What follows belongs to an exercise in optimizing a design on an open flow for small area; a production flow would make more cautious choices. The RTL was checked by simulation tests, not by an equivalence proof against the original design. Power figures rest on the tool's default switching activity, not on a simulated workload.

==> module hex_to_7seg, before the edit <==
module hex_to_7seg (
    input  wire [3:0] hex_in,
    output wire [6:0] seg_out   
);
    localparam [15:0] T_A = 16'b0111000011111100;
    localparam [15:0] T_B = 16'b0101010111011111;
    localparam [15:0] T_C = 16'b0111011111101111;
    localparam [15:0] T_D = 16'b0111000011110000;
    localparam [15:0] T_E = 16'b0010010111010000;
    localparam [15:0] T_F = 16'b0110011011101010;
    localparam [15:0] T_G = 16'b1111000001110010;
    assign seg_out = {T_G[hex_in], T_F[hex_in], T_E[hex_in], T_D[hex_in],
                      T_C[hex_in], T_B[hex_in], T_A[hex_in]};
endmodule
==> module keypad_scanner, before the edit <==
module keypad_scanner (
    input  wire       clk,
    input  wire       reset,
    input  wire [3:0] rows,
    output wire [3:0] cols,
    output wire [3:0] key_pos,     
    output wire       key_apply    
);
    localparam [5:0] SCAN_END = 6'b000111;
    reg [5:0] scan_timer;
    reg [1:0] scan_index;
    wire scan_tick = (scan_timer == SCAN_END);
    always @(posedge clk or posedge reset) begin
        if (reset) begin
            scan_timer <= 6'd0;
            scan_index <= 2'd0;
        end else begin
            scan_timer <= scan_tick ? 6'd0 : {~scan_timer[4:0], ~(scan_timer[5] ^ scan_timer[4])};
            if (scan_tick)
                scan_index <= {scan_index[0], ~scan_index[1]};
        end
    end
    assign cols = {~(scan_index == 2'b10), ~(scan_index == 2'b11),
                   ~(scan_index == 2'b01), ~(scan_index == 2'b00)};
    reg [3:0] row_sync1, row_sync2;
    always @(posedge clk) begin
        row_sync1 <= rows;
        row_sync2 <= row_sync1;
    end
    reg row_changed;
    always @(posedge clk)
        row_changed <= reset ? (row_sync1 != 4'b1111) : (row_sync1 != row_sync2);
    reg [2:0] debounce_counter;
    reg       deb_valid;
    reg [1:0] deb_row;
    wire       one_low = (row_sync2 == 4'b1110) | (row_sync2 == 4'b1101) |
                         (row_sync2 == 4'b1011) | (row_sync2 == 4'b0111);
    wire [1:0] low_row = {~row_sync2[2] | ~row_sync2[3], ~row_sync2[1] | ~row_sync2[3]};
    localparam [2:0] DEB_DONE = 3'b110;
    wire deb_update = !row_changed && debounce_counter == DEB_DONE;
    always @(posedge clk or posedge reset) begin
        if (reset) begin
            debounce_counter <= 3'b000;
            deb_valid <= 1'b0;
        end else if (row_changed) begin
            debounce_counter <= 3'b000;
        end else begin
            case (debounce_counter)
                3'b000: debounce_counter <= 3'b001;
                3'b001: debounce_counter <= 3'b011;
                3'b011: debounce_counter <= 3'b111;
                default: debounce_counter <= DEB_DONE;
            endcase
            if (debounce_counter == DEB_DONE)
                deb_valid <= one_low;
        end
    end
    always @(posedge clk)
        if (deb_update)
            deb_row <= low_row;
    wire key_found = deb_valid & ~(scan_index == 2'b11 & deb_row == 2'd3);
    localparam [2:0] K_IDLE = 3'b000, K_DET = 3'b001, K_W1 = 3'b011, K_W2 = 3'b111,
                     K_W3 = 3'b110, K_W4 = 3'b101, K_W = 3'b010;
    reg [2:0] state;
    reg [3:0] detected_key;
    reg [11:0] release_timer;
    localparam [11:0] RELEASE_END = 12'b001110010011;   
    wire waiting = (state != K_IDLE) & (state != K_DET);
    always @(posedge clk or posedge reset) begin
        if (reset) begin
            state <= K_IDLE;
        end else begin
            case (state)
                K_IDLE: if (key_found) state <= K_DET;
                K_DET:  state <= K_W1;
                K_W1:   state <= K_W2;
                K_W2:   state <= K_W3;
                K_W3:   state <= K_W4;
                K_W4:   state <= K_W;
                K_W:    if (!key_found && release_timer == RELEASE_END) state <= K_IDLE;
                default: state <= K_IDLE;
            endcase
        end
    end
    always @(posedge clk) begin
        if (state == K_IDLE)
            detected_key <= {scan_index, deb_row};
        release_timer <= (waiting && !key_found) ?
            {~release_timer[10:0], ~(release_timer[11] ^ release_timer[0])} : 12'd0;
    end
    assign key_pos = detected_key;
    assign key_apply = (state == K_W4);
endmodule
==> module password_fsm, before the edit <==
module password_fsm (
    input  wire        clk,
    input  wire        reset,
    input  wire [3:0]  key_pos,
    input  wire        key_apply,
    output reg  [1:0]  state,
    output reg  [11:0] digits
);
    localparam S_IDLE     = 2'b00;
    localparam S_ENTERING = 2'b01;
    localparam S_SUCCESS  = 2'b10;
    localparam S_FAIL     = 2'b11;
    localparam [3:0] P_EMPTY = 4'b1111;   
    localparam [3:0] P_1 = 4'b0000, P_2 = 4'b0100, P_3 = 4'b1100, P_4 = 4'b0001;
    localparam [3:0] P_C = 4'b1010, P_E = 4'b0011;
    localparam [16:0] TIMER_END = {5'b11011, 12'b101011011011};
    wire is_digit = (key_pos[3:2] != 2'b10) & ~(key_pos[1:0] == 2'd3 & key_pos[3:2] != 2'b01);
    wire is_clear = (key_pos == P_C);
    wire is_enter = (key_pos == P_E);
    wire full = (digits[11:8] != P_EMPTY);
    wire pass = (digits == {P_1, P_2, P_3}) & (key_pos == P_4);
    reg [4:0] timer;
    wire in_result = state[1];
    wire timer_done = ({timer, digits} == TIMER_END);
    always @(posedge clk or posedge reset) begin
        if (reset) begin
            state <= S_IDLE;
        end else begin
            case (state)
                S_IDLE:
                    if (key_apply && is_digit) state <= S_ENTERING;
                S_ENTERING:
                    if (key_apply) begin
                        if (is_clear) state <= S_IDLE;
                        else if (is_enter) state <= S_FAIL;
                        else if (is_digit && full) state <= pass ? S_SUCCESS : S_FAIL;
                    end
                default:
                    if (timer_done) state <= S_IDLE;
            endcase
        end
    end
    wire load = key_apply & ((state == S_IDLE & is_digit) |
                             (state == S_ENTERING & (is_enter | (is_digit & full))));
    wire shift = in_result | (key_apply & state == S_ENTERING & is_digit);
    wire from_timer = in_result | (state[0] & (full | is_enter));
    always @(posedge clk) begin
        timer <= in_result ? {~digits[11:8], ~(timer[4] ^ digits[3])} : 5'd0;
        if (load | shift) begin
            digits[11:4] <= load ? {P_EMPTY, P_EMPTY} : digits[7:0];
            digits[3:0] <= from_timer ? timer[3:0] : key_pos;
        end
    end
endmodule
Settings: LEC_CHECK=0, CAP_MARGIN=20, CORE_MARGIN=2, CORE_UTILIZATION=55, SLEW_MARGIN=20; clock period 10.0 ns.
standard.sh (not shown) runs the stock make flow with config.mk's settings and CLKGATE_MAP_FILE= SYNTH_SCRIPT=/design/flow/synth_recipe.tcl, a recipe that flattens the netlist after the stock synthesis.
==> flow/flow/run.sh <==
#!/bin/bash
# Layout flow: the standard ORFS flow (standard.sh, unchanged synthesis),
# with two settings changed:
#  - clock tree synthesis without dummy load cells,
#  - the smallest buffer (buf_1) for the input and output port buffers.
# The whole make output goes to flow_standard.log in the work folder.
set -euo pipefail
export CTS_ARGS="-sink_clustering_enable -repair_clock_nets -dont_use_dummy_load -buf_list sky130_fd_sc_hd__clkbuf_4"
export BUFFER_PORTS_ARGS="-buffer_cell sky130_fd_sc_hd__buf_1"
bash standard.sh > flow_standard.log 2>&1
The first run went through all stages and came out clean.
Rerun with:
--- a/flow/design.v
+++ b/flow/design.v
@@ -5,9 +5,9 @@
     localparam [15:0] T_A = 16'b0111000011111100;
     localparam [15:0] T_B = 16'b0101010111011111;
     localparam [15:0] T_C = 16'b0111011111101111;
     localparam [15:0] T_D = 16'b0111000011110000;
-    localparam [15:0] T_E = 16'b0010010111010000;
+    localparam [15:0] T_E = 16'b0010111111010000;
     localparam [15:0] T_F = 16'b0110011011101010;
     localparam [15:0] T_G = 16'b1111000001110010;
     assign seg_out = {T_G[hex_in], T_F[hex_in], T_E[hex_in], T_D[hex_in],
                       T_C[hex_in], T_B[hex_in], T_A[hex_in]};
@@ -71,9 +71,9 @@
     end
     always @(posedge clk)
         if (deb_update)
             deb_row <= low_row;
-    wire key_found = deb_valid & ~(scan_index == 2'b11 & deb_row == 2'd3);
+    wire key_found = deb_valid & ~(scan_index == 2'b11 & deb_row == 2'b11);
     localparam [2:0] K_IDLE = 3'b000, K_DET = 3'b001, K_W1 = 3'b011, K_W2 = 3'b111,
                      K_W3 = 3'b110, K_W4 = 3'b101, K_W = 3'b010;
     reg [2:0] state;
     reg [3:0] detected_key;
@@ -120,9 +120,9 @@
     localparam [3:0] P_EMPTY = 4'b1111;   
     localparam [3:0] P_1 = 4'b0000, P_2 = 4'b0100, P_3 = 4'b1100, P_4 = 4'b0001;
     localparam [3:0] P_C = 4'b1010, P_E = 4'b0011;
     localparam [16:0] TIMER_END = {5'b11011, 12'b101011011011};
-    wire is_digit = (key_pos[3:2] != 2'b10) & ~(key_pos[1:0] == 2'd3 & key_pos[3:2] != 2'b01);
+    wire is_digit = (key_pos[3:2] != 2'b10) & ~(key_pos[1:0] == 2'b11 & key_pos[3:2] != 2'b01);
     wire is_clear = (key_pos == P_C);
     wire is_enter = (key_pos == P_E);
     wire full = (digits[11:8] != P_EMPTY);
     wire pass = (digits == {P_1, P_2, P_3}) & (key_pos == P_4);
Outcome:
- clock-buffer cell count stays the same
- first-iteration DRC count shrinks by 35%
- power came out lower by about 0.5%
- worst hold slack improved by 0.0084 ns
- sequential cell count is unchanged
- synthesized area went down by 0.34%
- clock skew came out lower by 0.0057 ns
- setup slack is worse by 0.17 ns
- wire length fell by 1.6%

## re-timing with driven ports
How much do the figures lean on ideal ports? The routed layouts below were timed once more, with nothing changed but the port constraints.
Step 1, drivers: a clkbuf_16 drives clk and a buf_2 each remaining input, both assumed.
Step 2 also shifts input and output timing later by t, the mid clock arrival at the registers, as if the neighbouring blocks saw the same clock.
Slacks: ideal ports / drivers / drivers and shift; pairs: ideal ports / drivers.
| run | t, ns | setup slack, ns | hold WS [ns] | worst setup path after step 2 |
|---|---|---|---|---|
| the first run | 0.419 | 5.386 / 5.362 / 5.781 | 0.355 / 0.355 / 0.355 | register to output |
| the second run | 0.406 | 5.219 / 5.195 / 5.602 | 0.364 / 0.364 / 0.364 | register to output |
After both steps every run listed still meets setup and hold.
